Context: an optimization exercise on an open-source flow, tuned for small area, a short achievable clock period and few clock cycles. The choices shown serve that exercise and are no tape-out recipe.
No run shown here included a check of the RTL's function; only the layout flow was run.

==> flow/design.v (outline; a module is shown in full before it is edited, if it fits) <==
// module mmm_q: 183 lines
// module mmm_inv: 139 lines
// module mmm_xb: 26 lines
// module mmm_dreg: 7 lines
// module mmm_fa: 10 lines
// module mmm_ha: 9 lines
// module mmm_r2mm_2n: 8616 lines
module mmm_r2mm_2n
#(
    parameter K = 256
)
(
    input   wire            clk     ,
    input   wire            rst_n   ,
    input   wire [K-1  :0]  x       ,
    input   wire [K-1  :0]  y       ,
    input   wire [K-1  :0]  m       ,
    input   wire            req     ,
    output  wire [K-1  :0]  res     ,
    output  reg             val     
);
  // ...
==> flow/flow/run.sh <==
#!/bin/bash
set -uo pipefail
bash standard.sh SETUP_SLACK_MARGIN=22.5 MATCH_CELL_FOOTPRINT=0 \
  'BUFFER_PORTS_ARGS=-buffer_cell sky130_fd_sc_hd__buf_2' finish > standard_flow.log 2>&1
==> flow/standard.sh <==
#!/bin/bash
# synth_recipe.tcl (not shown) runs the flow's synth.tcl, then flattens the netlist and writes it again
# the make line also repeats each setting of config.mk as NAME=value (left out here)
make -C /OpenROAD-flow-scripts/flow DESIGN_CONFIG=/design/flow/config.mk WORK_HOME=/design/flow/orfs CLKGATE_MAP_FILE= SYNTH_SCRIPT=/design/flow/synth_recipe.tcl "${@:-finish}"
==> flow/config.mk <==
export PLATFORM = sky130hd
export DESIGN_NAME = mmm_r2mm_2n
export DESIGN_NICKNAME = mmm_r2mm_2n
export VERILOG_FILES = /design/flow/design.v
export SDC_FILE = /design/flow/constraint.sdc
export NUM_CORES = 8
export LEC_CHECK = 0
export CAP_MARGIN = 20
export CORE_MARGIN = 2
export CORE_UTILIZATION = 55
export CTS_CLUSTER_DIAMETER = 100
export CTS_CLUSTER_SIZE = 30
export SETUP_SLACK_MARGIN = 2
export SLEW_MARGIN = 20
export SYNTH_HIERARCHICAL = 1
export SYNTH_MINIMUM_KEEP_SIZE = 0
export TNS_END_PERCENT = 5
==> flow/constraint.sdc <==
create_clock -name core_clock -period 30.0 [get_ports {clk}]
set_input_delay 6.0000 -clock core_clock [delete_from_list [all_inputs] [get_ports {clk}]]
set_output_delay 6.0000 -clock core_clock [all_outputs]
set_load 0.01 [all_outputs]
==> metrics.csv, run 1 <==
metric,value,unit
largest delay contributor family on the critical path,simple AND/OR/NAND/NOR gates,
worst setup margin,22.30,ns
Routed WL per cell,36.3,um
Routed met3 length,89.2,mm
Worst path slowest cell,or4_1,
# clock sinks,1542,
Mean Syn Cell Area,10.5,um^2
RePlAce Congestion,1.10,
DRT antenna net count,0,
global routing usage on met3,0.182,
Inverters excl. clock,179,
hold depth,1,
Layout Utilization,0.599,
Area Overhead vs Synth,8.55,%
core area,287000,um^2
dpl cells,18600,
routed wire length,694,mm
crit path max fanout,4,
max capacitance violation total,0,
Die Height,541,um
crit path kind,in -> reg,
dpl hpwl,511,mm
status,finished clean,
Clock Tree Root,clkbuf_16,
worst path required time,30.76,ns
reg2reg setup slack,22.46,ns
CP startpoint,x[60],
==> run 2, diff against run 1 <==
==> flow/flow/run.sh (replaced) <==
#!/bin/bash
set -uo pipefail
bash standard.sh SETUP_SLACK_MARGIN=22.7 MATCH_CELL_FOOTPRINT=0 \
  'BUFFER_PORTS_ARGS=-buffer_cell sky130_fd_sc_hd__buf_2' finish > standard_flow.log 2>&1
--- a/flow/config.mk
+++ b/flow/config.mk
@@ -8,10 +8,8 @@
 export CAP_MARGIN = 20
 export CORE_MARGIN = 2
 export CORE_UTILIZATION = 55
-export CTS_CLUSTER_DIAMETER = 100
-export CTS_CLUSTER_SIZE = 30
 export SETUP_SLACK_MARGIN = 2
 export SLEW_MARGIN = 20
 export SYNTH_HIERARCHICAL = 1
 export SYNTH_MINIMUM_KEEP_SIZE = 0
-export TNS_END_PERCENT = 5
+export TNS_END_PERCENT = 100
==> metrics.csv, run 2 <==
metric,value,unit,change
Hold Fails Final Rpt,0,,
Clock Tree Root,clkbuf_16,,
vias in the first global route,133000,,
worst path required time,24.00,ns,-6.76 ns
global routing usage on met3,0.196,,+0.0141
H-tree lvl count,4,,
post-route setup TNS,0,ns,
FMAX,133,MHz,
total number of vias,130000,,
# clock sinks,1542,,unchanged
CTS tree,done,,
"Buf+Inv Stages, Crit Path",1,,
Gate Count Post-Synth,15100,,
Worst-path clk slew,0.07,ns,
row cnt,197,,
final setup fails,0,,
first-pass GRT wire length,995,mm,
RSZ-0062 raised after global routing,yes,,
CP endpoint kind,primary output,,
Iteration-0 DRC Markers,16200,,
final period utilization,0.251,,
Pins Over Slew Limit,0,,
CP Cell Sequence,buf_6,,
crit path max fanout,2,,-2
Worst Setup Start Kind,flop,,
dpl cells,18600,,unchanged
crit path kind,reg -> out,,
"commonest non-fill, non-tap cell in the layout",nand2_1,,
routed wire length,724,mm,+4.3%
IO buf count,1027,,
dpl hpwl,511,mm,unchanged
core area,287000,um^2,unchanged
initial antenna violation count,158,,
biggest regs,"Cr: 265 flops, Sr: 265 flops",,
post-route minimum period,7.52,ns,
grt peak-use layer,met2,,
gr usage total,0.481,,
worst hold slack,0.518,ns,
Ys Warns,10,,
largest delay contributor family on the critical path,flip-flops,,
max capacitance violation total,0,,unchanged
CTS max path bufs,4,,
DRC viols,0,,
DRT antenna net count,0,,unchanged
met2 usage,0.659,,
syn nets,19600,,
Mean Syn Cell Area,10.5,um^2,unchanged
Mapped Area,159000,um^2,
Worst path slowest cell,dfxtp_4,,
status,finished clean,,
"commonest cells after routing, fill and taps aside","nand2_1 (3260), fa_1 (2868), dfxtp_1 (1271)",,
Ports,1028,,
Die Height,541,um,unchanged
Die X,541,um,
Via density,6.71,,
Layout Skew,0.0633,ns,
Routed WL per cell,37.2,um,+2.5%
share of cells above drive strength 1,0.207,,
worst slew margin relative to its limit,0.105,,
RePlAce Congestion,1.10,,unchanged
met1 Use GR,0.569,,
Worst-Skew Late Latency,0.93,ns,
Setup WS pre-CTS,19.66,ns,
WP data arrival,1.52,ns,
Pre-antenna DRT Iters,8,,
grt total ovfl,0,,
Slew @ Worst Pin,1.34,ns,
Hold Buf Count CTS,0,,
die area,293000,um^2,
Num CTS Buffers,194,,
Final Non-Filler Cells,19400,,
CP peak stage delay,0.44,ns,
Area Overhead vs Synth,14.5,%,
Hold WC Path Type,reg -> reg,,
initial core utilization,0.552,,
worst setup margin,22.48,ns,+0.184 ns
largest net degree at the start of global routing,174,,
nets,19700,,
==> run 2: final timing paths <==
path                             from  endpoint  slack (ns)  cells after the start
max in group asynchronous       rst_n       val       24.84                      1
hold / removal                 cnt[4]    cnt[4]        0.52                      1
setup reg to reg           u_xb1.s255    Cr[75]       22.71                     24
hold reg to reg                cnt[4]    cnt[4]        0.52                      1
min in group asynchronous       rst_n       val        4.94                      1
setup / recovery              Rr[254]  res[254]       22.48                      1
==> run 2: timing repair <==
action                                   CTS  global route
setup buffers                             56           130
resized for setup                        777           854
gates cloned                              53            43
pin swaps                                 41           356
endpoints found under the setup margin  1072          1056
==> run 2: final cells by class <==
class                      instances  area, um^2
antenna                          203         508
timing repair inverter             1        8.76
clock inverter                   108        1520
fill                           23000      106000
clock buffer                     249        5410
multi-input combinational      11900      125000
sequential                      1542       31400
timing repair buffer            1456       12200
inverter                         179         759
tap                             3781        4730
==> run 2: metal layers <==
metal | up-vias | routed length [um]
li1 | 50000 | -
met1 | 66600 | 245000
met2 | 10700 | 298000
met3 | 2921 | 98900
met4 | 54 | 81500
met5 | - | 744
==> run 2: per-stage QoR <==
step | area, um^2 | util
final | 182000 | 0.632
after global routing | 181000 | 0.631
after CTS | 176000 | 0.611
after detailed placement | 164000 | 0.572
after global placement | 164000 | 0.571
after floorplan | 159000 | -

## afterwards: timing with drivers on the ports
How much do the figures lean on ideal ports? The routed layouts below were timed once more, with nothing changed but the port constraints. Step 1: set_driving_cell puts a clkbuf_16 on clk and a buf_2 on each other input, an assumption about the parent block. Step 2, shift: input delay + t, output delay - t, t = (earliest + latest rising clock arrival at the registers) / 2. This alone moves slack from input paths to output paths. Slacks: no drivers / after step 1 / after step 2; pairs: no drivers / after step 1.
run | t, ns | setup WS [ns] | worst data-port slew with drivers (ns)
run 1 | 1.047 | 22.298 / 22.304 / 21.352 | 0.58
run 2 | 1.031 | 22.482 / 22.354 / 21.523 | 0.61
After both steps setup and hold are still met in every run listed. For run 2, which loses most, drivers alone change the setup slack by -0.128 ns; drivers and shift together by -0.959 ns.
